This is an optimization exercise on Yosys and OpenROAD, whose aim is small area, a short achievable clock period and few clock cycles, not a production implementation.
No run shown here included a check of the RTL's function; only the layout flow was run.
Power and IR drop assume default switching activity.

## flow/design.v (module list and top-level ports; edited modules follow where they fit)
// module booth_enc: 16 lines
// module mul24_csa: 1636 lines
// module tz_pad: 10 lines
// module fpadd_step1: 35 lines
// module fpadd_exc: 28 lines
// module fpadd_step2: 26 lines
// module fpadd_step3: 43 lines
// module fpadd_step4: 38 lines
// module relu_key: 6 lines
// module lt_tree: 22 lines
// module conv_pool: 267 lines
module conv_pool (clk, rst, in_valid, in_ready, in_w, in_x0, in_x1, in_x2, in_x3,
                  in_bias, in_last, out_valid, out_z);
  // ...
==> flow/run.sh <==
#!/bin/bash
# synth_recipe.tcl (not shown) runs the flow's synth.tcl, then flattens the netlist and writes it again
# the make line also repeats each setting of config.mk as NAME=value (left out here)
make -C /OpenROAD-flow-scripts/flow DESIGN_CONFIG=/design/flow/config.mk WORK_HOME=/design/flow/orfs CLKGATE_MAP_FILE= SYNTH_SCRIPT=/design/flow/synth_recipe.tcl finish
==> flow/config.mk <==
export PLATFORM = sky130hd
export DESIGN_NAME = conv_pool
export DESIGN_NICKNAME = conv_pool
export VERILOG_FILES = /design/flow/design.v
export SDC_FILE = /design/flow/constraint.sdc
export NUM_CORES = 4
export LEC_CHECK = 0
export CAP_MARGIN = 70
export CORE_MARGIN = 2
export CORE_UTILIZATION = 40
export PLACE_DENSITY = 0.75
export SLEW_MARGIN = 70
==> flow/constraint.sdc <==
create_clock -name core_clock -period 11.0 [get_ports {clk}]
set_input_delay 2.2000 -clock core_clock [delete_from_list [all_inputs] [get_ports {clk}]]
set_output_delay 2.2000 -clock core_clock [all_outputs]
set_load 0.01 [all_outputs]
==> impl_metrics.env, run 1 <==
export IMPL_ys_ff_latch=527
export IMPL_yosys_area_top_type_share_pct=25.5
export IMPL_stdcell_area_um2=44900
export IMPL_finalHoldViolCount=0
export IMPL_yosysMostFrequentCell="dfxtp_1"
export IMPL_gp_congestion=0.937
export IMPL_postSynthCellCount=4131
export IMPL_synth_top_family_by_area="adder cells"
export IMPL_ant_nets=0
export IMPL_finalMaxSlewViolations=0
export IMPL_pre_cts_ws_ns=6.98
export IMPL_ff2ff_path_depth=11
export IMPL_startpoint="aNeg[0]"
export IMPL_period_needed_ns=4.20
export IMPL_clk_path_buf_depth=3
export IMPL_pg_clk_mw=1.94
export IMPL_largest_cell_class="multi-input gates"
export IMPL_p_int_mw=8.57
export IMPL_overflow=0
export IMPL_clockRootBuffer="clkbuf_16"
export IMPL_rsz0062_at_grt="no"
export IMPL_ios=244
export IMPL_netlist_area_um2=38900
export IMPL_nClkBuffers=74
export IMPL_synth_edf_count=32
export IMPL_hold_start="m1Exp[9]"
export IMPL_status="complete, no violations"
export IMPL_cp_arrival_ns=4.71
export IMPL_final_cell_mix="dfxtp_1, inv_1, xnor2_1"
==> module fpadd_step1, before the edit <==
module fpadd_step1 (X, Y, fracX, expX, fracYc, shiftLo, effSub, rev, sticky, excIn);
   input [33:0] X;
   input [33:0] Y;
   output [22:0] fracX;
   output [7:0] expX;
   output [25:0] fracYc;      
   output [2:0] shiftLo;      
   output effSub;
   output rev;                
   output sticky;             
   output [6:0] excIn;        
   wire swap;
   lt_tree #(.W(33)) cmp (.A({X[33:32], X[30:0]}), .B({Y[33:32], Y[30:0]}), .LT(swap));
   wire zX = (X[33:32] == 2'b00);
   wire zY = (Y[33:32] == 2'b00);
   wire [8:0] dXY = {1'b0, X[30:23]} - {1'b0, Y[30:23]};
   wire [7:0] dYX = Y[30:23] - X[30:23];
   wire xBig = zY | (~zX & ~dXY[8]);
   wire [4:0] shY = (|dXY[7:5]) ? 5'd31 : dXY[4:0];
   wire [4:0] shX = (|dYX[7:5]) ? 5'd31 : dYX[4:0];
   wire [25:0] padY = zY ? 26'd0 : {1'b1, Y[22:0], 2'b00};
   wire [25:0] padX = zX ? 26'd0 : {1'b1, X[22:0], 2'b00};
   wire [25:0] cY = padY >> {shY[4:3], 3'b000};
   wire [25:0] cX = padX >> {shX[4:3], 3'b000};
   wire stY = |(padY & ~({26{1'b1}} << {shY[4:3], 3'b000}));
   wire stX = |(padX & ~({26{1'b1}} << {shX[4:3], 3'b000}));
   assign fracYc = xBig ? cY : cX;
   assign sticky = xBig ? stY : stX;
   assign shiftLo = xBig ? shY[2:0] : shX[2:0];
   assign fracX = xBig ? X[22:0] : Y[22:0];
   assign expX = xBig ? X[30:23] : Y[30:23];
   assign rev = ~(swap ^ xBig);
   assign effSub = X[31] ^ Y[31];
   assign excIn = {swap, X[31], Y[31], X[33:32], Y[33:32]};
endmodule
==> module fpadd_step2, before the edit <==
module fpadd_step2 (fracX, fracYc, shiftLo, shiftLoN, effSub, rev, sticky, sumLo, carryLo, sumHi0, sumHi1, allSticky);
   input [22:0] fracX;
   input [25:0] fracYc;
   input [2:0] shiftLo;
   input [2:0] shiftLoN;      
   input effSub;
   input rev;
   input sticky;       
   output [12:0] sumLo;       
   output carryLo;
   output [13:0] sumHi0;
   output [13:0] sumHi1;
   output allSticky;
   wire [25:0] shA = fracYc >> shiftLo;
   wire [25:0] shB = fracYc >> ~shiftLoN;
   wire [25:0] shifted = {shA[25:13], shB[12:0]};
   assign allSticky = sticky | |(fracYc[6:0] & ~({7{1'b1}} << ~shiftLoN));
   wire [26:0] yOp = {1'b0, shifted} ^ {27{effSub & ~rev}};
   wire [26:0] xOp = {2'b01, fracX, 2'b00} ^ {27{effSub & rev}};
   wire cin = effSub & ~allSticky;
   wire [14:0] lo2 = {1'b0, xOp[12:0], cin} + {1'b0, yOp[12:0], cin};
   assign {carryLo, sumLo} = lo2[14:1];
   assign sumHi0 = xOp[26:13] + yOp[26:13];
   wire [14:0] hi2 = {xOp[26:13], 1'b1} + {yOp[26:13], 1'b1};
   assign sumHi1 = hi2[14:1];
endmodule
==> module fpadd_step3, before the edit <==
module fpadd_step3 (sumLo, carryLo, sumHi0, sumHi1, sticky, vc, count, eqdiffsign);
   input [12:0] sumLo;
   input carryLo;
   input [13:0] sumHi0;
   input [13:0] sumHi1;
   input sticky;
   output [27:0] vc;           
   output [4:0] count;         
   output eqdiffsign;
   wire [26:0] sum = {carryLo ? sumHi1 : sumHi0, sumLo};
   wire [27:0] v = {sum, sticky};
   wire [31:0] x = {v, 4'b1111};
   wire [15:0] nz1;           
   wire [15:0] c1;            
   wire [7:0] nz2;
   wire [15:0] c2;
   wire [3:0] nz3;
   wire [11:0] c3;
   wire [1:0] nz4;
   wire [7:0] c4;
   genvar i;
   generate
      for (i = 0; i < 16; i = i + 1) begin : l1
         assign nz1[i] = x[2*i+1] | x[2*i];
         assign c1[i] = ~x[2*i+1];
      end
      for (i = 0; i < 8; i = i + 1) begin : l2
         assign nz2[i] = nz1[2*i+1] | nz1[2*i];
         assign c2[2*i+1:2*i] = nz1[2*i+1] ? {1'b0, c1[2*i+1]} : {1'b1, c1[2*i]};
      end
      for (i = 0; i < 4; i = i + 1) begin : l3
         assign nz3[i] = nz2[2*i+1] | nz2[2*i];
         assign c3[3*i+2:3*i] = nz2[2*i+1] ? {1'b0, c2[4*i+3:4*i+2]} : {1'b1, c2[4*i+1:4*i]};
      end
      for (i = 0; i < 2; i = i + 1) begin : l4
         assign nz4[i] = nz3[2*i+1] | nz3[2*i];
         assign c4[4*i+3:4*i] = nz3[2*i+1] ? {1'b0, c3[6*i+5:6*i+3]} : {1'b1, c3[6*i+2:6*i]};
      end
   endgenerate
   assign count = nz4[1] ? {1'b0, c4[7:4]} : {1'b1, c4[3:0]};
   assign vc = v << {count[4], 4'b0000};
   assign eqdiffsign = (v == 28'd0);
endmodule
==> module fpadd_step4, before the edit <==
module fpadd_step4 (expX, vc, count, countN, eqdiffsign, effSub, excRt, signR, R);
   input [7:0] expX;
   input [27:0] vc;
   input [4:0] count;
   input [3:0] countN;        
   input eqdiffsign;
   input effSub;
   input [1:0] excRt;
   input signR;
   output [33:0] R;
   wire [9:0] updatedExp = {2'b00, expX} + 10'd1 - {5'd0, count};
   wire [27:0] lvA = vc << count[3:0];
   wire [27:0] lvB = vc << ~countN;
   wire [27:0] level0 = {lvA[27:14], lvB[13:0]};
   wire [22:0] frac = level0[26:4];
   wire stk = |level0[2:0];
   wire rnd = level0[3];
   wire lsb = level0[4];
   wire needToRound = rnd & (stk | lsb);
   wire [32:0] rounded = {updatedExp, frac} + {32'd0, needToRound};
   wire [3:0] exExpExc = {rounded[32:31], excRt};
   reg [1:0] excRt2;
   always @(*) begin
      case (exExpExc)
         4'b0000, 4'b0100, 4'b1000, 4'b1100, 4'b1001, 4'b1101:
            excRt2 = 2'b00;
         4'b0001:
            excRt2 = 2'b01;
         4'b0010, 4'b0110, 4'b1010, 4'b1110, 4'b0101:
            excRt2 = 2'b10;
         default:
            excRt2 = 2'b11;
      endcase
   end
   wire [1:0] excR = (eqdiffsign && effSub && !(excRt == 2'b11)) ? 2'b00 : excRt2;
   wire signR2 = (eqdiffsign && effSub) ? 1'b0 : signR;
   assign R = {excR, signR2, rounded[30:0]};
endmodule
==> module conv_pool, before the edit <==
module conv_pool (clk, rst, in_valid, in_ready, in_w, in_x0, in_x1, in_x2, in_x3,
                  in_bias, in_last, out_valid, out_z);
   input clk;
   input rst;
   input in_valid;
   output in_ready;
   input [33:0] in_w;
   input [33:0] in_x0;
   input [33:0] in_x1;
   input [33:0] in_x2;
   input [33:0] in_x3;
   input [33:0] in_bias;
   input in_last;
   output reg out_valid;
   output [33:0] out_z;
   reg [1:0] slot;      
   reg [1:0] step;      
   reg bph;             
   reg lastr;           
   reg newvec;          
   wire adv = in_valid && (step == slot);
   reg rdy;
   assign in_ready = rdy;
   wire [1:0] slotN = slot + 2'd1;
   wire [1:0] stepN = adv ? step + 2'd1 : step;
   wire toBias = adv && (step == 2'd3) && !bph && lastr;
   wire accept = adv && (step == 2'd3) && (bph || !lastr);
   wire bphN = toBias ? 1'b1 : (accept ? 1'b0 : bph);
   wire lastrN = (adv && step == 2'd0 && !bph) ? in_last : lastr;
   always @(posedge clk) begin
      lastr <= lastrN;
      if (rst) begin
         slot <= 2'd0;
         step <= 2'd0;
         bph <= 1'b0;
         newvec <= 1'b1;
         rdy <= 1'b0;
      end else begin
         slot <= slotN;
         step <= stepN;
         bph <= bphN;
         if (accept)
            newvec <= bph;
         rdy <= (slotN == 2'd3) && (stepN == 2'd3) && (bphN || !lastrN);
      end
   end
   reg [33:0] xsel;
   always @(*) begin
      case (slot)
         2'd0: xsel = in_x0;
         2'd1: xsel = in_x1;
         2'd2: xsel = in_x2;
         default: xsel = in_x3;
      endcase
   end
   wire [33:0] xin = bph ? in_bias : xsel;
   wire [11:0] bneg, bone, btwo;
   booth_enc benc (.b({1'b1, in_w[22:0]}), .neg(bneg), .one(bone), .two(btwo));
   reg [33:0] aX;
   reg [1:0] aWexc;
   reg aWsign;
   reg [7:0] aWexp;
   reg [11:0] aNeg, aOne, aTwo;
   reg aFirst, aBias;
   always @(posedge clk) begin
      aX[31:0] <= xin[31:0];
      aX[33:32] <= adv ? xin[33:32] : 2'b00;
      aWexc <= (bph || !adv) ? 2'b01 : in_w[33:32];
      aWsign <= bph ? 1'b0 : in_w[31];
      aWexp <= bph ? 8'd127 : in_w[30:23];
      aNeg <= bph ? 12'h800 : bneg;
      aOne <= bph ? 12'd0 : bone;
      aTwo <= bph ? 12'h800 : btwo;
      aFirst <= adv && newvec && !bph;
   end
   always @(posedge clk) begin
      if (rst) aBias <= 1'b0;
      else aBias <= adv && bph;
   end
   wire [47:0] ps, pc;
   mul24_csa mul (.a({1'b1, aX[22:0]}), .neg(aNeg), .one(aOne), .two(aTwo), .s(ps), .c(pc));
   reg [3:0] excSel;
   reg [1:0] mExc;
   always @(*) begin
      case ({aX[33:32], aWexc})
         4'b0000, 4'b0001, 4'b0100: mExc = 2'b00;
         4'b0101: mExc = 2'b01;
         4'b0110, 4'b1001, 4'b1010: mExc = 2'b10;
         default: mExc = 2'b11;
      endcase
   end
   reg [47:0] m1S, m1C;
   reg [9:0] m1Exp;
   reg m1Sign;
   reg [1:0] m1Exc;
   reg m1First, m1Bias;
   always @(posedge clk) begin
      m1S <= ps;
      m1C <= pc;
      m1Exp <= {2'b00, aX[30:23]} + {2'b00, aWexp} - 10'd127;
      m1Sign <= aX[31] ^ aWsign;
      m1Exc <= mExc;
      m1First <= aFirst;
   end
   always @(posedge clk) begin
      if (rst) m1Bias <= 1'b0;
      else m1Bias <= aBias;
   end
   wire [47:0] prod = m1S + m1C;
   reg [25:0] m2P;
   reg m2St;
   reg [9:0] m2Exp;
   reg m2Sign;
   reg [1:0] m2Exc;
   reg m2First, m2Bias;
   always @(posedge clk) begin
      m2P <= prod[47:22];
      m2St <= |prod[21:0];
      m2Exp <= m1Exp;
      m2Sign <= m1Sign;
      m2Exc <= m1Exc;
      m2First <= m1First;
   end
   always @(posedge clk) begin
      if (rst) m2Bias <= 1'b0;
      else m2Bias <= m1Bias;
   end
   wire norm = m2P[25];
   wire [22:0] mFrac = norm ? m2P[24:2] : m2P[23:1];
   wire mRb = norm ? m2P[1] : m2P[0];
   wire mSt = norm ? (m2P[0] | m2St) : m2St;
   wire mRound = mRb & (mSt | mFrac[0]);
   wire [22:0] fracUp = mFrac + 23'd1;
   wire [22:0] mFracR = mRound ? fracUp : mFrac;
   wire carry = mRound & (&mFrac);
   wire [9:0] exp1 = m2Exp + 10'd1;
   wire [9:0] exp2 = m2Exp + 10'd2;
   wire [9:0] mExpR = (norm & carry) ? exp2 : ((norm | carry) ? exp1 : m2Exp);
   wire [32:0] mRounded = {mExpR, mFracR};
   reg [1:0] excPostNorm;
   always @(*) begin
      case (mRounded[32:31])
         2'b00: excPostNorm = 2'b01;
         2'b01: excPostNorm = 2'b10;
         default: excPostNorm = 2'b00;
      endcase
   end
   wire [1:0] finalExc = (m2Exc == 2'b01) ? excPostNorm : m2Exc;
   reg [33:0] P;
   reg pFirst, pBias;
   always @(posedge clk) begin
      P <= {finalExc, m2Sign, mRounded[30:0]};
      pFirst <= m2First;
   end
   always @(posedge clk) begin
      if (rst) pBias <= 1'b0;
      else pBias <= m2Bias;
   end
   reg [33:0] R;
   wire [33:0] accX = {pFirst ? 2'b00 : R[33:32], R[31] & ~pFirst, R[30:0]};
   wire [22:0] a1FracX;
   wire [7:0] a1ExpX;
   wire [25:0] a1FracY;
   wire [2:0] a1Shift;
   wire a1EffSub, a1Sticky, a1Rev;
   wire [6:0] a1ExcIn;
   fpadd_step1 add1 (.X(accX), .Y(P), .fracX(a1FracX), .expX(a1ExpX), .fracYc(a1FracY),
                     .shiftLo(a1Shift), .effSub(a1EffSub), .rev(a1Rev), .sticky(a1Sticky),
                     .excIn(a1ExcIn));
   reg [22:0] s1FracX;
   reg [7:0] s1ExpX;
   reg [25:0] s1FracY;
   reg [2:0] s1Shift, s1ShiftN;
   reg s1EffSub, s1Sticky, s1Rev, s1Bias;
   reg [6:0] s1ExcIn;
   always @(posedge clk) begin
      s1FracX <= a1FracX;
      s1ExpX <= a1ExpX;
      s1FracY <= a1FracY;
      s1Shift <= a1Shift;
      s1ShiftN <= ~a1Shift;
      s1EffSub <= a1EffSub;
      s1Sticky <= a1Sticky;
      s1Rev <= a1Rev;
      s1ExcIn <= a1ExcIn;
   end
   wire [12:0] a2SumLo;
   wire [13:0] a2SumHi0, a2SumHi1;
   wire a2CarryLo;
   wire a2Sticky;
   fpadd_step2 add2 (.fracX(s1FracX), .fracYc(s1FracY), .shiftLo(s1Shift), .shiftLoN(s1ShiftN), .effSub(s1EffSub), .rev(s1Rev),
                     .sticky(s1Sticky), .sumLo(a2SumLo), .carryLo(a2CarryLo),
                     .sumHi0(a2SumHi0), .sumHi1(a2SumHi1), .allSticky(a2Sticky));
   reg [12:0] s2SumLo;
   reg [13:0] s2SumHi0, s2SumHi1;
   reg s2CarryLo;
   wire a2SignR;
   wire [1:0] a2ExcRt;
   fpadd_exc addx (.excIn(s1ExcIn), .excRt(a2ExcRt), .signR(a2SignR));
   reg s2Sticky, s2EffSub, s2SignR, s2Bias;
   reg [7:0] s2ExpX;
   reg [1:0] s2ExcRt;
   always @(posedge clk) begin
      s2SumLo <= a2SumLo;
      s2CarryLo <= a2CarryLo;
      s2SumHi0 <= a2SumHi0;
      s2SumHi1 <= a2SumHi1;
      s2Sticky <= a2Sticky;
      s2ExpX <= s1ExpX;
      s2EffSub <= s1EffSub;
      s2SignR <= a2SignR;
      s2ExcRt <= a2ExcRt;
   end
   wire [27:0] a3Frac;
   wire [4:0] a3Count;
   wire a3Eq;
   fpadd_step3 add3 (.sumLo(s2SumLo), .carryLo(s2CarryLo), .sumHi0(s2SumHi0), .sumHi1(s2SumHi1),
                     .sticky(s2Sticky), .vc(a3Frac), .count(a3Count), .eqdiffsign(a3Eq));
   reg [7:0] s3ExpX;
   reg [27:0] s3Frac;
   reg [4:0] s3Count;
   reg [3:0] s3CountN;
   reg s3Eq, s3EffSub, s3SignR, s3Bias;
   reg [1:0] s3ExcRt;
   always @(posedge clk) begin
      s3ExpX <= s2ExpX;
      s3Frac <= a3Frac;
      s3Count <= a3Count;
      s3CountN <= ~a3Count[3:0];
      s3Eq <= a3Eq;
      s3EffSub <= s2EffSub;
      s3SignR <= s2SignR;
      s3ExcRt <= s2ExcRt;
   end
   wire [33:0] a4R;
   fpadd_step4 add4 (.expX(s3ExpX), .vc(s3Frac), .count(s3Count), .countN(s3CountN), .eqdiffsign(s3Eq),
                     .effSub(s3EffSub), .excRt(s3ExcRt), .signR(s3SignR), .R(a4R));
   reg rBias;
   always @(posedge clk) begin
      R <= a4R;
   end
   always @(posedge clk) begin
      if (rst) begin
         s1Bias <= 1'b0;
         s2Bias <= 1'b0;
         s3Bias <= 1'b0;
         rBias <= 1'b0;
      end else begin
         s1Bias <= pBias;
         s2Bias <= s1Bias;
         s3Bias <= s2Bias;
         rBias <= s3Bias;
      end
   end
   wire [31:0] key;
   relu_key rk (.X(R), .K(key));
   reg [31:0] mx;
   always @(posedge clk) begin
      if (rBias && (slot == 2'd0 || key > mx))
         mx <= key;
   end
   always @(posedge clk) begin
      if (rst) out_valid <= 1'b0;
      else out_valid <= rBias && (slot == 2'd3);
   end
   assign out_z = {1'b0, mx[31], 1'b0, mx[30:0]};
endmodule
==> run 2, diff against run 1 <==
--- a/flow/design.v
+++ b/flow/design.v
@@ -9,23 +9,24 @@
       wire lo = bx[2*i];
       wire m = bx[2*i+1];
       wire z = bx[2*i+2];
       assign neg[i] = z & ~(m & lo);
       assign one[i] = m ^ lo;
       assign two[i] = (z & ~m & ~lo) | (~z & m & lo);
    end endgenerate
 endmodule
-module mul24_csa (a, neg, one, two, s, c);
+module mul24_csa (a, neg, one, two, s, c, t);
    input [23:0] a;
    input [11:0] neg;
    input [11:0] one;
    input [11:0] two;
    output [47:0] s;
    output [47:0] c;
+   output [47:0] t;
    wire s1;
    wire c2;
    wire s3;
    wire c4;
    wire s5;
    wire c6;
    wire s7;
    wire c8;
@@ -516,108 +517,16 @@
    wire s493;
    wire c494;
    wire s495;
    wire c496;
    wire s497;
    wire c498;
    wire s499;
    wire c500;
-   wire s501;
-   wire c502;
-   wire s503;
-   wire c504;
-   wire s505;
-   wire c506;
-   wire s507;
-   wire c508;
-   wire s509;
-   wire c510;
-   wire s511;
-   wire c512;
-   wire s513;
-   wire c514;
-   wire s515;
-   wire c516;
-   wire s517;
-   wire c518;
-   wire s519;
-   wire c520;
-   wire s521;
-   wire c522;
-   wire s523;
-   wire c524;
-   wire s525;
-   wire c526;
-   wire s527;
-   wire c528;
-   wire s529;
-   wire c530;
-   wire s531;
-   wire c532;
-   wire s533;
-   wire c534;
-   wire s535;
-   wire c536;
-   wire s537;
-   wire c538;
-   wire s539;
-   wire c540;
-   wire s541;
-   wire c542;
-   wire s543;
-   wire c544;
-   wire s545;
-   wire c546;
-   wire s547;
-   wire c548;
-   wire s549;
-   wire c550;
-   wire s551;
-   wire c552;
-   wire s553;
-   wire c554;
-   wire s555;
-   wire c556;
-   wire s557;
-   wire c558;
-   wire s559;
-   wire c560;
-   wire s561;
-   wire c562;
-   wire s563;
-   wire c564;
-   wire s565;
-   wire c566;
-   wire s567;
-   wire c568;
-   wire s569;
-   wire c570;
-   wire s571;
-   wire c572;
-   wire s573;
-   wire c574;
-   wire s575;
-   wire c576;
-   wire s577;
-   wire c578;
-   wire s579;
-   wire c580;
-   wire s581;
-   wire c582;
-   wire s583;
-   wire c584;
-   wire s585;
-   wire c586;
-   wire s587;
-   wire c588;
-   wire s589;
-   wire c590;
-   wire s591;
-   wire c592;
    wire bneg0 = neg[0];
    wire bone0 = one[0];
    wire btwo0 = two[0];
    wire [24:0] pp0;
    assign pp0[0] = ((bone0 & a[0]) | (btwo0 & 1'b0)) ^ bneg0;
    assign pp0[1] = ((bone0 & a[1]) | (btwo0 & a[0])) ^ bneg0;
    assign pp0[2] = ((bone0 & a[2]) | (btwo0 & a[1])) ^ bneg0;
    assign pp0[3] = ((bone0 & a[3]) | (btwo0 & a[2])) ^ bneg0;
@@ -1456,260 +1365,210 @@
    assign s493 = a[19] ^ s411 ^ c408;
    assign c494 = (a[19] & s411) | (a[19] & c408) | (s411 & c408);
    assign s495 = a[20] ^ 1'b1 ^ s413;
    assign c496 = (a[20] & 1'b1) | (a[20] & s413) | (1'b1 & s413);
    assign s497 = ~bneg10 ^ pp11[23] ^ a[21];
    assign c498 = (~bneg10 & pp11[23]) | (~bneg10 & a[21]) | (pp11[23] & a[21]);
    assign s499 = pp11[24] ^ a[22];
    assign c500 = pp11[24] & a[22];
-   assign s501 = pp0[2] ^ pp1[0];
-   assign c502 = pp0[2] & pp1[0];
-   assign s503 = pp0[3] ^ pp1[1];
-   assign c504 = pp0[3] & pp1[1];
-   assign s505 = pp2[0] ^ bneg2 ^ s415;
-   assign c506 = (pp2[0] & bneg2) | (pp2[0] & s415) | (bneg2 & s415);
-   assign s507 = pp2[1] ^ s417 ^ c416;
-   assign c508 = (pp2[1] & s417) | (pp2[1] & c416) | (s417 & c416);
-   assign s509 = s267 ^ s419 ^ c418;
-   assign c510 = (s267 & s419) | (s267 & c418) | (s419 & c418);
-   assign s511 = c268 ^ s421 ^ c420;
-   assign c512 = (c268 & s421) | (c268 & c420) | (s421 & c420);
-   assign s513 = c270 ^ s423 ^ c422;
-   assign c514 = (c270 & s423) | (c270 & c422) | (s423 & c422);
-   assign s515 = c274 ^ s425 ^ c424;
-   assign c516 = (c274 & s425) | (c274 & c424) | (s425 & c424);
-   assign s517 = c278 ^ s427 ^ c426;
-   assign c518 = (c278 & s427) | (c278 & c426) | (s427 & c426);
-   assign s519 = c282 ^ s429 ^ c428;
-   assign c520 = (c282 & s429) | (c282 & c428) | (s429 & c428);
-   assign s521 = c286 ^ s431 ^ c430;
-   assign c522 = (c286 & s431) | (c286 & c430) | (s431 & c430);
-   assign s523 = c290 ^ s433 ^ c432;
-   assign c524 = (c290 & s433) | (c290 & c432) | (s433 & c432);
-   assign s525 = c294 ^ s435 ^ c434;
-   assign c526 = (c294 & s435) | (c294 & c434) | (s435 & c434);
-   assign s527 = c298 ^ s437 ^ c436;
-   assign c528 = (c298 & s437) | (c298 & c436) | (s437 & c436);
-   assign s529 = c302 ^ s439 ^ c438;
-   assign c530 = (c302 & s439) | (c302 & c438) | (s439 & c438);
-   assign s531 = c306 ^ s441 ^ c440;
-   assign c532 = (c306 & s441) | (c306 & c440) | (s441 & c440);
-   assign s533 = c310 ^ s443 ^ c442;
-   assign c534 = (c310 & s443) | (c310 & c442) | (s443 & c442);
-   assign s535 = c314 ^ s445 ^ c444;
-   assign c536 = (c314 & s445) | (c314 & c444) | (s445 & c444);
-   assign s537 = c318 ^ s447 ^ c446;
-   assign c538 = (c318 & s447) | (c318 & c446) | (s447 & c446);
-   assign s539 = c322 ^ s449 ^ c448;
-   assign c540 = (c322 & s449) | (c322 & c448) | (s449 & c448);
-   assign s541 = c326 ^ s451 ^ c450;
-   assign c542 = (c326 & s451) | (c326 & c450) | (s451 & c450);
-   assign s543 = c330 ^ s453 ^ c452;
-   assign c544 = (c330 & s453) | (c330 & c452) | (s453 & c452);
-   assign s545 = c334 ^ s455 ^ c454;
-   assign c546 = (c334 & s455) | (c334 & c454) | (s455 & c454);
-   assign s547 = c338 ^ s457 ^ c456;
-   assign c548 = (c338 & s457) | (c338 & c456) | (s457 & c456);
-   assign s549 = c342 ^ s459 ^ c458;
-   assign c550 = (c342 & s459) | (c342 & c458) | (s459 & c458);
-   assign s551 = c346 ^ s461 ^ c460;
-   assign c552 = (c346 & s461) | (c346 & c460) | (s461 & c460);
-   assign s553 = c350 ^ s463 ^ c462;
-   assign c554 = (c350 & s463) | (c350 & c462) | (s463 & c462);
-   assign s555 = c354 ^ s465 ^ c464;
-   assign c556 = (c354 & s465) | (c354 & c464) | (s465 & c464);
-   assign s557 = c358 ^ s467 ^ c466;
-   assign c558 = (c358 & s467) | (c358 & c466) | (s467 & c466);
-   assign s559 = c362 ^ s469 ^ c468;
-   assign c560 = (c362 & s469) | (c362 & c468) | (s469 & c468);
-   assign s561 = c366 ^ s471 ^ c470;
-   assign c562 = (c366 & s471) | (c366 & c470) | (s471 & c470);
-   assign s563 = c370 ^ s473 ^ c472;
-   assign c564 = (c370 & s473) | (c370 & c472) | (s473 & c472);
-   assign s565 = c374 ^ s475 ^ c474;
-   assign c566 = (c374 & s475) | (c374 & c474) | (s475 & c474);
-   assign s567 = c378 ^ s477 ^ c476;
-   assign c568 = (c378 & s477) | (c378 & c476) | (s477 & c476);
-   assign s569 = c382 ^ s479 ^ c478;
-   assign c570 = (c382 & s479) | (c382 & c478) | (s479 & c478);
-   assign s571 = c386 ^ s481 ^ c480;
-   assign c572 = (c386 & s481) | (c386 & c480) | (s481 & c480);
-   assign s573 = c390 ^ s483 ^ c482;
-   assign c574 = (c390 & s483) | (c390 & c482) | (s483 & c482);
-   assign s575 = c394 ^ s485 ^ c484;
-   assign c576 = (c394 & s485) | (c394 & c484) | (s485 & c484);
-   assign s577 = c398 ^ s487 ^ c486;
-   assign c578 = (c398 & s487) | (c398 & c486) | (s487 & c486);
-   assign s579 = c402 ^ s489 ^ c488;
-   assign c580 = (c402 & s489) | (c402 & c488) | (s489 & c488);
-   assign s581 = c406 ^ s491 ^ c490;
-   assign c582 = (c406 & s491) | (c406 & c490) | (s491 & c490);
-   assign s583 = c410 ^ s493 ^ c492;
-   assign c584 = (c410 & s493) | (c410 & c492) | (s493 & c492);
-   assign s585 = c412 ^ s495 ^ c494;
-   assign c586 = (c412 & s495) | (c412 & c494) | (s495 & c494);
-   assign s587 = c414 ^ s497 ^ c496;
-   assign c588 = (c414 & s497) | (c414 & c496) | (s497 & c496);
-   assign s589 = 1'b1 ^ s499 ^ c498;
-   assign c590 = (1'b1 & s499) | (1'b1 & c498) | (s499 & c498);
-   assign s591 = ~bneg11 ^ a[23] ^ c500;
-   assign c592 = (~bneg11 & a[23]) | (~bneg11 & c500) | (a[23] & c500);
    assign s[0] = pp0[0];
    assign c[0] = bneg0;
+   assign t[0] = 1'b0;
    assign s[1] = pp0[1];
    assign c[1] = 1'b0;
-   assign s[2] = bneg1;
-   assign c[2] = s501;
-   assign s[3] = s503;
-   assign c[3] = c502;
-   assign s[4] = s505;
-   assign c[4] = c504;
-   assign s[5] = s507;
-   assign c[5] = c506;
-   assign s[6] = s509;
-   assign c[6] = c508;
-   assign s[7] = s511;
-   assign c[7] = c510;
-   assign s[8] = s513;
-   assign c[8] = c512;
-   assign s[9] = s515;
-   assign c[9] = c514;
-   assign s[10] = s517;
-   assign c[10] = c516;
-   assign s[11] = s519;
-   assign c[11] = c518;
-   assign s[12] = s521;
-   assign c[12] = c520;
-   assign s[13] = s523;
-   assign c[13] = c522;
-   assign s[14] = s525;
-   assign c[14] = c524;
-   assign s[15] = s527;
-   assign c[15] = c526;
-   assign s[16] = s529;
-   assign c[16] = c528;
-   assign s[17] = s531;
-   assign c[17] = c530;
-   assign s[18] = s533;
-   assign c[18] = c532;
-   assign s[19] = s535;
-   assign c[19] = c534;
-   assign s[20] = s537;
-   assign c[20] = c536;
-   assign s[21] = s539;
-   assign c[21] = c538;
-   assign s[22] = s541;
-   assign c[22] = c540;
-   assign s[23] = s543;
-   assign c[23] = c542;
-   assign s[24] = s545;
-   assign c[24] = c544;
-   assign s[25] = s547;
-   assign c[25] = c546;
-   assign s[26] = s549;
-   assign c[26] = c548;
-   assign s[27] = s551;
-   assign c[27] = c550;
-   assign s[28] = s553;
-   assign c[28] = c552;
-   assign s[29] = s555;
-   assign c[29] = c554;
-   assign s[30] = s557;
-   assign c[30] = c556;
-   assign s[31] = s559;
-   assign c[31] = c558;
-   assign s[32] = s561;
-   assign c[32] = c560;
-   assign s[33] = s563;
-   assign c[33] = c562;
-   assign s[34] = s565;
-   assign c[34] = c564;
-   assign s[35] = s567;
-   assign c[35] = c566;
-   assign s[36] = s569;
-   assign c[36] = c568;
-   assign s[37] = s571;
-   assign c[37] = c570;
-   assign s[38] = s573;
-   assign c[38] = c572;
-   assign s[39] = s575;
-   assign c[39] = c574;
-   assign s[40] = s577;
-   assign c[40] = c576;
-   assign s[41] = s579;
-   assign c[41] = c578;
-   assign s[42] = s581;
-   assign c[42] = c580;
-   assign s[43] = s583;
-   assign c[43] = c582;
-   assign s[44] = s585;
-   assign c[44] = c584;
-   assign s[45] = s587;
-   assign c[45] = c586;
-   assign s[46] = s589;
-   assign c[46] = c588;
-   assign s[47] = s591;
-   assign c[47] = c590;
+   assign t[1] = 1'b0;
+   assign s[2] = pp0[2];
+   assign c[2] = pp1[0];
+   assign t[2] = bneg1;
+   assign s[3] = pp0[3];
+   assign c[3] = pp1[1];
+   assign t[3] = 1'b0;
+   assign s[4] = pp2[0];
+   assign c[4] = bneg2;
+   assign t[4] = s415;
+   assign s[5] = pp2[1];
+   assign c[5] = s417;
+   assign t[5] = c416;
+   assign s[6] = s267;
+   assign c[6] = s419;
+   assign t[6] = c418;
+   assign s[7] = c268;
+   assign c[7] = s421;
+   assign t[7] = c420;
+   assign s[8] = c270;
+   assign c[8] = s423;
+   assign t[8] = c422;
+   assign s[9] = c274;
+   assign c[9] = s425;
+   assign t[9] = c424;
+   assign s[10] = c278;
+   assign c[10] = s427;
+   assign t[10] = c426;
+   assign s[11] = c282;
+   assign c[11] = s429;
+   assign t[11] = c428;
+   assign s[12] = c286;
+   assign c[12] = s431;
+   assign t[12] = c430;
+   assign s[13] = c290;
+   assign c[13] = s433;
+   assign t[13] = c432;
+   assign s[14] = c294;
+   assign c[14] = s435;
+   assign t[14] = c434;
+   assign s[15] = c298;
+   assign c[15] = s437;
+   assign t[15] = c436;
+   assign s[16] = c302;
+   assign c[16] = s439;
+   assign t[16] = c438;
+   assign s[17] = c306;
+   assign c[17] = s441;
+   assign t[17] = c440;
+   assign s[18] = c310;
+   assign c[18] = s443;
+   assign t[18] = c442;
+   assign s[19] = c314;
+   assign c[19] = s445;
+   assign t[19] = c444;
+   assign s[20] = c318;
+   assign c[20] = s447;
+   assign t[20] = c446;
+   assign s[21] = c322;
+   assign c[21] = s449;
+   assign t[21] = c448;
+   assign s[22] = c326;
+   assign c[22] = s451;
+   assign t[22] = c450;
+   assign s[23] = c330;
+   assign c[23] = s453;
+   assign t[23] = c452;
+   assign s[24] = c334;
+   assign c[24] = s455;
+   assign t[24] = c454;
+   assign s[25] = c338;
+   assign c[25] = s457;
+   assign t[25] = c456;
+   assign s[26] = c342;
+   assign c[26] = s459;
+   assign t[26] = c458;
+   assign s[27] = c346;
+   assign c[27] = s461;
+   assign t[27] = c460;
+   assign s[28] = c350;
+   assign c[28] = s463;
+   assign t[28] = c462;
+   assign s[29] = c354;
+   assign c[29] = s465;
+   assign t[29] = c464;
+   assign s[30] = c358;
+   assign c[30] = s467;
+   assign t[30] = c466;
+   assign s[31] = c362;
+   assign c[31] = s469;
+   assign t[31] = c468;
+   assign s[32] = c366;
+   assign c[32] = s471;
+   assign t[32] = c470;
+   assign s[33] = c370;
+   assign c[33] = s473;
+   assign t[33] = c472;
+   assign s[34] = c374;
+   assign c[34] = s475;
+   assign t[34] = c474;
+   assign s[35] = c378;
+   assign c[35] = s477;
+   assign t[35] = c476;
+   assign s[36] = c382;
+   assign c[36] = s479;
+   assign t[36] = c478;
+   assign s[37] = c386;
+   assign c[37] = s481;
+   assign t[37] = c480;
+   assign s[38] = c390;
+   assign c[38] = s483;
+   assign t[38] = c482;
+   assign s[39] = c394;
+   assign c[39] = s485;
+   assign t[39] = c484;
+   assign s[40] = c398;
+   assign c[40] = s487;
+   assign t[40] = c486;
+   assign s[41] = c402;
+   assign c[41] = s489;
+   assign t[41] = c488;
+   assign s[42] = c406;
+   assign c[42] = s491;
+   assign t[42] = c490;
+   assign s[43] = c410;
+   assign c[43] = s493;
+   assign t[43] = c492;
+   assign s[44] = c412;
+   assign c[44] = s495;
+   assign t[44] = c494;
+   assign s[45] = c414;
+   assign c[45] = s497;
+   assign t[45] = c496;
+   assign s[46] = 1'b1;
+   assign c[46] = s499;
+   assign t[46] = c498;
+   assign s[47] = ~bneg11;
+   assign c[47] = a[23];
+   assign t[47] = c500;
 endmodule
 module tz_pad (f, tz);
    input [22:0] f;
    output reg [4:0] tz;
    integer i;
    always @(*) begin
       tz = 5'd25;
       for (i = 22; i >= 0; i = i - 1)
          if (f[i]) tz = i[4:0] + 5'd2;
    end
 endmodule
-module fpadd_step1 (X, Y, fracX, expX, fracYc, shiftLo, effSub, rev, sticky, excIn);
+module fpadd_step1 (X, Y, fracX, expX, fracYc, shiftLo, effSub, rev, excRt, signR, sticky);
    input [33:0] X;
    input [33:0] Y;
    output [22:0] fracX;
    output [7:0] expX;
    output [25:0] fracYc;      
    output [2:0] shiftLo;      
    output effSub;
    output rev;                
-   output sticky;             
-   output [6:0] excIn;        
+   output reg [1:0] excRt;
+   output signR;
+   output sticky;      
    wire swap;
    lt_tree #(.W(33)) cmp (.A({X[33:32], X[30:0]}), .B({Y[33:32], Y[30:0]}), .LT(swap));
    wire zX = (X[33:32] == 2'b00);
    wire zY = (Y[33:32] == 2'b00);
    wire [8:0] dXY = {1'b0, X[30:23]} - {1'b0, Y[30:23]};
    wire [7:0] dYX = Y[30:23] - X[30:23];
    wire xBig = zY | (~zX & ~dXY[8]);
-   wire [4:0] shY = (|dXY[7:5]) ? 5'd31 : dXY[4:0];
-   wire [4:0] shX = (|dYX[7:5]) ? 5'd31 : dYX[4:0];
-   wire [25:0] padY = zY ? 26'd0 : {1'b1, Y[22:0], 2'b00};
-   wire [25:0] padX = zX ? 26'd0 : {1'b1, X[22:0], 2'b00};
-   wire [25:0] cY = padY >> {shY[4:3], 3'b000};
-   wire [25:0] cX = padX >> {shX[4:3], 3'b000};
-   wire stY = |(padY & ~({26{1'b1}} << {shY[4:3], 3'b000}));
-   wire stX = |(padX & ~({26{1'b1}} << {shX[4:3], 3'b000}));
-   assign fracYc = xBig ? cY : cX;
-   assign sticky = xBig ? stY : stX;
-   assign shiftLo = xBig ? shY[2:0] : shX[2:0];
-   assign fracX = xBig ? X[22:0] : Y[22:0];
+   wire [7:0] d = xBig ? dXY[7:0] : dYX;
+   wire [4:0] shiftVal = (|d[7:5]) ? 5'd31 : d[4:0];
+   wire [22:0] bigF = xBig ? X[22:0] : Y[22:0];
+   wire [23:0] fracY = xBig ? (zY ? 24'd0 : {1'b1, Y[22:0]}) : (zX ? 24'd0 : {1'b1, X[22:0]});
+   wire [25:0] padded = {fracY, 2'b00};
+   assign fracYc = padded >> {shiftVal[4:3], 3'b000};
+   assign shiftLo = shiftVal[2:0];
+   wire [25:0] lostMask = ~({26{1'b1}} << {shiftVal[4:3], 3'b000});
+   assign sticky = |(padded & lostMask);
+   assign fracX = bigF;
    assign expX = xBig ? X[30:23] : Y[30:23];
    assign rev = ~(swap ^ xBig);
-   assign effSub = X[31] ^ Y[31];
-   assign excIn = {swap, X[31], Y[31], X[33:32], Y[33:32]};
-endmodule
-module fpadd_exc (excIn, excRt, signR);
-   input [6:0] excIn;
-   output reg [1:0] excRt;
-   output signR;
-   wire swap = excIn[6];
-   wire signX = swap ? excIn[4] : excIn[5];
-   wire signY = swap ? excIn[5] : excIn[4];
-   wire [1:0] excX = swap ? excIn[1:0] : excIn[3:2];
-   wire [1:0] excY = swap ? excIn[3:2] : excIn[1:0];
+   wire [33:0] newX = swap ? Y : X;
+   wire [33:0] newY = swap ? X : Y;
+   wire [1:0] excX = newX[33:32];
+   wire [1:0] excY = newY[33:32];
+   wire signX = newX[31];
+   wire signY = newY[31];
    wire [5:0] sXsYExnXY = {signX, signY, excX, excY};
+   assign effSub = signX ^ signY;
    assign signR = ((sXsYExnXY == 6'b100000) || (sXsYExnXY == 6'b010000)) ? 1'b0 : signX;
    always @(*) begin
       case (sXsYExnXY)
          6'b000000, 6'b010000, 6'b100000, 6'b110000:
             excRt = 2'b00;
          6'b000101, 6'b010101, 6'b100101, 6'b110101,
          6'b000100, 6'b010100, 6'b100100, 6'b110100,
          6'b000001, 6'b010001, 6'b100001, 6'b110001:
@@ -1718,50 +1577,46 @@
          6'b000010, 6'b010010, 6'b100010, 6'b110010, 6'b001001, 6'b011001,
          6'b101001, 6'b111001, 6'b000110, 6'b010110, 6'b100110, 6'b110110:
             excRt = 2'b10;
          default:
             excRt = 2'b11;
       endcase
    end
 endmodule
-module fpadd_step2 (fracX, fracYc, shiftLo, shiftLoN, effSub, rev, sticky, sumLo, carryLo, sumHi0, sumHi1, allSticky);
+module fpadd_step2 (fracX, fracYc, shiftLo, effSub, rev, sticky, sumLo, carryLo, sumHi0, sumHi1, allSticky);
    input [22:0] fracX;
    input [25:0] fracYc;
    input [2:0] shiftLo;
-   input [2:0] shiftLoN;      
    input effSub;
    input rev;
    input sticky;       
    output [12:0] sumLo;       
    output carryLo;
    output [13:0] sumHi0;
    output [13:0] sumHi1;
    output allSticky;
-   wire [25:0] shA = fracYc >> shiftLo;
-   wire [25:0] shB = fracYc >> ~shiftLoN;
-   wire [25:0] shifted = {shA[25:13], shB[12:0]};
-   assign allSticky = sticky | |(fracYc[6:0] & ~({7{1'b1}} << ~shiftLoN));
+   wire [25:0] shifted = fracYc >> shiftLo;
+   assign allSticky = sticky | |(fracYc[6:0] & ~({7{1'b1}} << shiftLo));
    wire [26:0] yOp = {1'b0, shifted} ^ {27{effSub & ~rev}};
    wire [26:0] xOp = {2'b01, fracX, 2'b00} ^ {27{effSub & rev}};
-   wire cin = effSub & ~allSticky;
-   wire [14:0] lo2 = {1'b0, xOp[12:0], cin} + {1'b0, yOp[12:0], cin};
-   assign {carryLo, sumLo} = lo2[14:1];
+   assign {carryLo, sumLo} = {1'b0, xOp[12:0]} + {1'b0, yOp[12:0]} + {13'd0, effSub & ~allSticky};
    assign sumHi0 = xOp[26:13] + yOp[26:13];
-   wire [14:0] hi2 = {xOp[26:13], 1'b1} + {yOp[26:13], 1'b1};
-   assign sumHi1 = hi2[14:1];
+   assign sumHi1 = xOp[26:13] + yOp[26:13] + 14'd1;
 endmodule
-module fpadd_step3 (sumLo, carryLo, sumHi0, sumHi1, sticky, vc, count, eqdiffsign);
+module fpadd_step3 (sumLo, carryLo, sumHi0, sumHi1, sticky, expX, updatedExp, vc, countLo, eqdiffsign);
    input [12:0] sumLo;
    input carryLo;
    input [13:0] sumHi0;
    input [13:0] sumHi1;
    input sticky;
+   input [7:0] expX;
+   output [9:0] updatedExp;
    output [27:0] vc;           
-   output [4:0] count;         
+   output [3:0] countLo;       
    output eqdiffsign;
    wire [26:0] sum = {carryLo ? sumHi1 : sumHi0, sumLo};
    wire [27:0] v = {sum, sticky};
    wire [31:0] x = {v, 4'b1111};
    wire [15:0] nz1;           
    wire [15:0] c1;            
    wire [7:0] nz2;
    wire [15:0] c2;
@@ -1783,34 +1638,32 @@
          assign nz3[i] = nz2[2*i+1] | nz2[2*i];
          assign c3[3*i+2:3*i] = nz2[2*i+1] ? {1'b0, c2[4*i+3:4*i+2]} : {1'b1, c2[4*i+1:4*i]};
       end
       for (i = 0; i < 2; i = i + 1) begin : l4
          assign nz4[i] = nz3[2*i+1] | nz3[2*i];
          assign c4[4*i+3:4*i] = nz3[2*i+1] ? {1'b0, c3[6*i+5:6*i+3]} : {1'b1, c3[6*i+2:6*i]};
       end
    endgenerate
-   assign count = nz4[1] ? {1'b0, c4[7:4]} : {1'b1, c4[3:0]};
+   wire [4:0] count = nz4[1] ? {1'b0, c4[7:4]} : {1'b1, c4[3:0]};
    assign vc = v << {count[4], 4'b0000};
+   assign countLo = count[3:0];
    assign eqdiffsign = (v == 28'd0);
+   assign updatedExp = {2'b00, expX} + 10'd1 - {5'd0, count};
 endmodule
-module fpadd_step4 (expX, vc, count, countN, eqdiffsign, effSub, excRt, signR, R);
-   input [7:0] expX;
+module fpadd_step4 (updatedExp, vc, countLo, eqdiffsign, effSub, excRt, signR, R);
+   input [9:0] updatedExp;
    input [27:0] vc;
-   input [4:0] count;
-   input [3:0] countN;        
+   input [3:0] countLo;
    input eqdiffsign;
    input effSub;
    input [1:0] excRt;
    input signR;
    output [33:0] R;
-   wire [9:0] updatedExp = {2'b00, expX} + 10'd1 - {5'd0, count};
-   wire [27:0] lvA = vc << count[3:0];
-   wire [27:0] lvB = vc << ~countN;
-   wire [27:0] level0 = {lvA[27:14], lvB[13:0]};
+   wire [27:0] level0 = vc << countLo;
    wire [22:0] frac = level0[26:4];
    wire stk = |level0[2:0];
    wire rnd = level0[3];
    wire lsb = level0[4];
    wire needToRound = rnd & (stk | lsb);
    wire [32:0] rounded = {updatedExp, frac} + {32'd0, needToRound};
    wire [3:0] exExpExc = {rounded[32:31], excRt};
    reg [1:0] excRt2;
@@ -1932,46 +1785,47 @@
       aOne <= bph ? 12'd0 : bone;
       aTwo <= bph ? 12'h800 : btwo;
       aFirst <= adv && newvec && !bph;
    end
    always @(posedge clk) begin
       if (rst) aBias <= 1'b0;
       else aBias <= adv && bph;
    end
-   wire [47:0] ps, pc;
-   mul24_csa mul (.a({1'b1, aX[22:0]}), .neg(aNeg), .one(aOne), .two(aTwo), .s(ps), .c(pc));
+   wire [47:0] ps, pc, pt;
+   mul24_csa mul (.a({1'b1, aX[22:0]}), .neg(aNeg), .one(aOne), .two(aTwo), .s(ps), .c(pc), .t(pt));
    reg [3:0] excSel;
    reg [1:0] mExc;
    always @(*) begin
       case ({aX[33:32], aWexc})
          4'b0000, 4'b0001, 4'b0100: mExc = 2'b00;
          4'b0101: mExc = 2'b01;
          4'b0110, 4'b1001, 4'b1010: mExc = 2'b10;
          default: mExc = 2'b11;
       endcase
    end
-   reg [47:0] m1S, m1C;
+   reg [47:0] m1S, m1C, m1T;
    reg [9:0] m1Exp;
    reg m1Sign;
    reg [1:0] m1Exc;
    reg m1First, m1Bias;
    always @(posedge clk) begin
       m1S <= ps;
       m1C <= pc;
+      m1T <= pt;
       m1Exp <= {2'b00, aX[30:23]} + {2'b00, aWexp} - 10'd127;
       m1Sign <= aX[31] ^ aWsign;
       m1Exc <= mExc;
       m1First <= aFirst;
    end
    always @(posedge clk) begin
       if (rst) m1Bias <= 1'b0;
       else m1Bias <= aBias;
    end
-   wire [47:0] prod = m1S + m1C;
+   wire [47:0] prod = m1S + m1C + m1T;
    reg [25:0] m2P;
    reg m2St;
    reg [9:0] m2Exp;
    reg m2Sign;
    reg [1:0] m2Exc;
    reg m2First, m2Bias;
    always @(posedge clk) begin
       m2P <= prod[47:22];
@@ -2017,88 +1871,84 @@
       else pBias <= m2Bias;
    end
    reg [33:0] R;
    wire [33:0] accX = {pFirst ? 2'b00 : R[33:32], R[31] & ~pFirst, R[30:0]};
    wire [22:0] a1FracX;
    wire [7:0] a1ExpX;
    wire [25:0] a1FracY;
    wire [2:0] a1Shift;
-   wire a1EffSub, a1Sticky, a1Rev;
-   wire [6:0] a1ExcIn;
+   wire a1EffSub, a1SignR, a1Sticky, a1Rev;
+   wire [1:0] a1ExcRt;
    fpadd_step1 add1 (.X(accX), .Y(P), .fracX(a1FracX), .expX(a1ExpX), .fracYc(a1FracY),
-                     .shiftLo(a1Shift), .effSub(a1EffSub), .rev(a1Rev), .sticky(a1Sticky),
-                     .excIn(a1ExcIn));
+                     .shiftLo(a1Shift), .effSub(a1EffSub), .rev(a1Rev), .excRt(a1ExcRt), .signR(a1SignR),
+                     .sticky(a1Sticky));
    reg [22:0] s1FracX;
    reg [7:0] s1ExpX;
    reg [25:0] s1FracY;
-   reg [2:0] s1Shift, s1ShiftN;
-   reg s1EffSub, s1Sticky, s1Rev, s1Bias;
-   reg [6:0] s1ExcIn;
+   reg [2:0] s1Shift;
+   reg s1EffSub, s1SignR, s1Sticky, s1Rev, s1Bias;
+   reg [1:0] s1ExcRt;
    always @(posedge clk) begin
       s1FracX <= a1FracX;
       s1ExpX <= a1ExpX;
       s1FracY <= a1FracY;
       s1Shift <= a1Shift;
-      s1ShiftN <= ~a1Shift;
       s1EffSub <= a1EffSub;
       s1Sticky <= a1Sticky;
       s1Rev <= a1Rev;
-      s1ExcIn <= a1ExcIn;
+      s1SignR <= a1SignR;
+      s1ExcRt <= a1ExcRt;
    end
    wire [12:0] a2SumLo;
    wire [13:0] a2SumHi0, a2SumHi1;
    wire a2CarryLo;
    wire a2Sticky;
-   fpadd_step2 add2 (.fracX(s1FracX), .fracYc(s1FracY), .shiftLo(s1Shift), .shiftLoN(s1ShiftN), .effSub(s1EffSub), .rev(s1Rev),
+   fpadd_step2 add2 (.fracX(s1FracX), .fracYc(s1FracY), .shiftLo(s1Shift), .effSub(s1EffSub), .rev(s1Rev),
                      .sticky(s1Sticky), .sumLo(a2SumLo), .carryLo(a2CarryLo),
                      .sumHi0(a2SumHi0), .sumHi1(a2SumHi1), .allSticky(a2Sticky));
    reg [12:0] s2SumLo;
    reg [13:0] s2SumHi0, s2SumHi1;
    reg s2CarryLo;
-   wire a2SignR;
-   wire [1:0] a2ExcRt;
-   fpadd_exc addx (.excIn(s1ExcIn), .excRt(a2ExcRt), .signR(a2SignR));
    reg s2Sticky, s2EffSub, s2SignR, s2Bias;
    reg [7:0] s2ExpX;
    reg [1:0] s2ExcRt;
    always @(posedge clk) begin
       s2SumLo <= a2SumLo;
       s2CarryLo <= a2CarryLo;
       s2SumHi0 <= a2SumHi0;
       s2SumHi1 <= a2SumHi1;
       s2Sticky <= a2Sticky;
       s2ExpX <= s1ExpX;
       s2EffSub <= s1EffSub;
-      s2SignR <= a2SignR;
-      s2ExcRt <= a2ExcRt;
+      s2SignR <= s1SignR;
+      s2ExcRt <= s1ExcRt;
    end
+   wire [9:0] a3Exp;
    wire [27:0] a3Frac;
-   wire [4:0] a3Count;
+   wire [3:0] a3Round;
    wire a3Eq;
-   fpadd_step3 add3 (.sumLo(s2SumLo), .carryLo(s2CarryLo), .sumHi0(s2SumHi0), .sumHi1(s2SumHi1),
-                     .sticky(s2Sticky), .vc(a3Frac), .count(a3Count), .eqdiffsign(a3Eq));
-   reg [7:0] s3ExpX;
+   fpadd_step3 add3 (.sumLo(s2SumLo), .carryLo(s2CarryLo), .sumHi0(s2SumHi0), .sumHi1(s2SumHi1), .sticky(s2Sticky), .expX(s2ExpX), .updatedExp(a3Exp),
+                     .vc(a3Frac), .countLo(a3Round), .eqdiffsign(a3Eq));
+   reg [9:0] s3Exp;
    reg [27:0] s3Frac;
-   reg [4:0] s3Count;
-   reg [3:0] s3CountN;
+   reg [3:0] s3Round;
    reg s3Eq, s3EffSub, s3SignR, s3Bias;
    reg [1:0] s3ExcRt;
    always @(posedge clk) begin
-      s3ExpX <= s2ExpX;
+      s3Exp <= a3Exp;
       s3Frac <= a3Frac;
-      s3Count <= a3Count;
-      s3CountN <= ~a3Count[3:0];
+      s3Round <= a3Round;
       s3Eq <= a3Eq;
       s3EffSub <= s2EffSub;
       s3SignR <= s2SignR;
       s3ExcRt <= s2ExcRt;
    end
    wire [33:0] a4R;
-   fpadd_step4 add4 (.expX(s3ExpX), .vc(s3Frac), .count(s3Count), .countN(s3CountN), .eqdiffsign(s3Eq),
+   fpadd_step4 add4 (.updatedExp(s3Exp), .vc(s3Frac), .countLo(s3Round), .eqdiffsign(s3Eq),
                      .effSub(s3EffSub), .excRt(s3ExcRt), .signR(s3SignR), .R(a4R));
    reg rBias;
    always @(posedge clk) begin
       R <= a4R;
    end
    always @(posedge clk) begin
       if (rst) begin
          s1Bias <= 1'b0;
==> run 2 against run 1 <==
Still clean; clock power increased by about 10%; first-iteration DRC count increased by 6.1%; routed wire length decreased by 2.0%; utilization increased by 0.17 points; register-to-register slack about the same; hold slack improved by 0.0055 ns; global-route usage decreased by 0.43 points; clock-buffer cell count increased by 4; worst setup slack got worse by 0.0079 ns; sequential cell count increased by 33; combinational power about the same; critical path type unchanged.
==> impl_metrics.env, run 2 <==
export IMPL_status="complete, no violations"
export IMPL_n_antenna_cell=0
export IMPL_gp_congestion=0.964
export IMPL_insertion_delay_ns=0.64
export IMPL_path_class="flop to flop"
export IMPL_yosys_area_top_type_share_pct=27.1
export IMPL_crit_top_cell="xor2_1"
export IMPL_synth_edf_count=32
export IMPL_crit_chain="mux4_2 -> mux2i_1 -> xnor2_1 -> ha_1 -> inv_1 -> fa_1 -> nor2b_1 -> o31a_1 -> o21ai_0 -> a21oi_1 -> xor2_1 -> nand4_1 -> or3_1 -> nor3_1 -> xor2_1"
export IMPL_yosysMostFrequentCell="dfxtp_1"
export IMPL_grt_start_max_net_pins=65
export IMPL_vias=30609
export IMPL_largest_reg_flops=47
export IMPL_synth_simple_area_share_pct=10.5
export IMPL_synthArstFlopShare_pct=0
export IMPL_finalHoldViolCount=0
export IMPL_drc=0
export IMPL_start_kind="flop"
export IMPL_fin_hold_ws_ns=0.326
export IMPL_seq_area_frac_synth_pct=29.6
export IMPL_power_leakage_nw=18.8
export IMPL_powerDensity_nw_per_um2=371
export IMPL_cts_tree="built"
export IMPL_antenna_found_initial=2
export IMPL_fin_nets=4894
export IMPL_critical_path_slowest_cell="mux4_2"
export IMPL_die_area_um2=99900
export IMPL_crit_path_end_kind="flop"
export IMPL_drt_iter0_drc=3204
export IMPL_syn_avg_cell_area_um2=9.53
export IMPL_post_cts_buffers=0
export IMPL_final_setup_viol_count=0
export IMPL_cts_hold_buf=0
export IMPL_numCtsBuffers=57
export IMPL_final_common_cell="dfxtp_1"
export IMPL_placed_area_um2=42800
export IMPL_grt_usage_pct=20.9
export IMPL_hp_class="flop to flop"
export IMPL_clk_path_buf_depth=3
export IMPL_wl_per_cell_um=19.2
export IMPL_ios=244
export IMPL_top_register="m1S"
export IMPL_final_cell_mix="dfxtp_1, xnor2_1, inv_1"
export IMPL_drive_gt1_share_pct=8.60
export IMPL_period_needed_ns=4.21
export IMPL_start_util_pct=40.3
export IMPL_clockRootBuffer="clkbuf_16"
export IMPL_netlist_area_um2=39000
export IMPL_stdcell_area_um2=45000
export IMPL_synth_commonest_cells="dfxtp_1, xnor2_1, inv_1"
export IMPL_synthDistinctLibCells=93
export IMPL_postSynthCellCount=4088
export IMPL_finalWirelength_um=106000
export IMPL_synth_compound_area_share_pct=16.2
export IMPL_cts_sinks=560
export IMPL_cts_max_level=2
export IMPL_dp_cells=5413
export IMPL_cpPeakStageDelay_ns=0.57
export IMPL_grt_pass1_vias=30749
export IMPL_yosys_warnings=4
export IMPL_coreArea_um2=96600
export IMPL_hpwl_um=76800
export IMPL_ys_ff_latch=560
export IMPL_synth_area_top_cells="dfxtp_1, fa_1, xnor2_1, ha_1, a22oi_1"
export IMPL_finalMaxSlewViolations=0
export IMPL_critical_path_required_ns=11.57
export IMPL_rsz0062_at_grt="no"
export IMPL_die_y_um=316
export IMPL_vdd_drop_max_uv=186
export IMPL_yosys_most_used_dff="dfxtp_1"
export IMPL_reg_top3="m1S: 47 flops, m1C: 46 flops, m1T: 45 flops"
export IMPL_cp_arrival_ns=4.77
export IMPL_crit_fanout=25
export IMPL_synthAdderAreaFrac_pct=20.7
export IMPL_max_cap_violations=0
export IMPL_port_buffers=241
export IMPL_fin_crit_sh_pct=38.3
export IMPL_ant_nets=0
export IMPL_yosysTopAreaCell="dfxtp_1"
export IMPL_muxShareOfSynthArea_pct=5.27
export IMPL_finalNonFillerCells=5521
export IMPL_synth_xor_area_share_pct=11.3
export IMPL_rows=114
export IMPL_syn2layout_area_growth_pct=15.6
export IMPL_finalSetupTns_ns=0
export IMPL_avgViaCountPerCell=5.54
export IMPL_fmax_ghz=0.238
export IMPL_overflow=0
export IMPL_path_clk_slew_ns=0.06
export IMPL_fin_util_pct=46.6
export IMPL_grt_pass1_wl_um=167000
export IMPL_synth_top_family_by_area="adder cells"
export IMPL_die_w_um=316
export IMPL_firstDrtPassIters=9
export IMPL_post_cts_resized=0
export IMPL_finClkSkew_ns=0.0207
[run 2: cell types whose count changed after synthesis, moves of 29 or more]
cell and change:
nor2_1 +30, xor2_1 -60, mux2_2 +31, dfxtp_1 +33
inv_1 -29, xnor2_1 +52
[run 2: critical path: cells and delay by family, from the launching register on]
| family | cells | cell delay [ns] |
|---|---|---|
| mux | 2 | 0.75 |
| compound gates | 3 | 0.54 |
| buf+inv | 1 | 0.07 |
| simple gates | 4 | 0.99 |
| fa+ha+maj | 2 | 0.61 |
| flops | 1 | 0.53 |
| xor+xnor | 3 | 0.63 |
[run 2: cell families (layout without fill, tap and decap cells)]
kind of cell | after synthesis | after routing
AOI/OAI and AO/OA | 916 | 916
buffers and inverters | 635 | 791
xor gates and xnor gates | 504 | 504
other | 1 | 2
and+or+nand+nor | 831 | 831
adders and majority gates | 491 | 491
DFF | 560 | 560
muxes | 150 | 150
[run 2: power by group]
part	leakage, nW	internal [mW]	total, mW	switching (mW)
Clock	1.03	1.30	2.14	0.842
Combinational	13.0	4.66	10.8	6.19
Sequential	4.71	3.01	3.74	0.730
[run 2: path summary, 6_finish.rpt]
kind	start	to	slack (ns)	depth (start not counted)
hold / removal	m1Exp[8]	m2Exp[8]	0.33	0
hold reg to reg	m1Exp[8]	m2Exp[8]	0.33	0
setup / recovery	s1Shift[1]	s2SumHi1[13]	6.79	15
setup reg to reg	s1Shift[1]	s2SumHi1[13]	6.79	15
[run 2: through the flow]
stage	power [mW]	worst slack, ns
after detailed placement	14.3	6.73
after global routing	18.2	6.41
final	16.7	6.79
after floorplan	11.4	6.82
after global placement	13.9	6.11
after CTS	16.5	6.70
[run 2: metal layers]
layer  routed length [um]  vias up  share of wire [%]  track usage, %
met3                 9380      314                8.9            4.17
li1                     -    14299                  -               -
met5                   81        -              0.077           0.473
met2                49100     1480                 46            34.9
met4                 4000        4                3.8            8.02
met1                43300    14512                 41            26.7
[run 2: layout make-up]
class	instances	area [um2]
Timing Repair Buffer	312	3040
Tap cell	1276	1600
Fill cell	8842	51500
Clock buffer	78	1710
Clock inverter	29	403
Sequential cell	560	11600
Inverter	372	1420
Multi-Input combinational cell	2894	25300

==> port drivers added, routing unchanged <==
Ports are ideal in the flow. The routed layouts listed here were re-timed in OpenROAD.
Step 1 (the two cells are an assumption about what drives the block):
set clk [get_ports {clk}]
set_driving_cell -lib_cell sky130_fd_sc_hd__clkbuf_16 $clk
set_driving_cell -lib_cell sky130_fd_sc_hd__buf_2 [delete_from_list [all_inputs] $clk]
Step 2 also shifts input and output timing later by t, the mid clock arrival at the registers, as if the neighbouring blocks saw the same clock.
Slacks: ideal ports / drivers / drivers and shift; pairs: ideal ports / drivers.
run | t (ns) | slack for setup (ns) | worst setup path at the end | worst register clock-pin slew, ns | pins driven straight from the clock port
run 1 | 0.698 | 6.800 / 6.800 / 6.800 | register to register | 0.07 / 0.07 | 1
run 2 | 0.698 | 6.792 / 6.792 / 6.792 | register to register | 0.07 / 0.07 | 1
After both steps setup and hold are still met in every run listed.
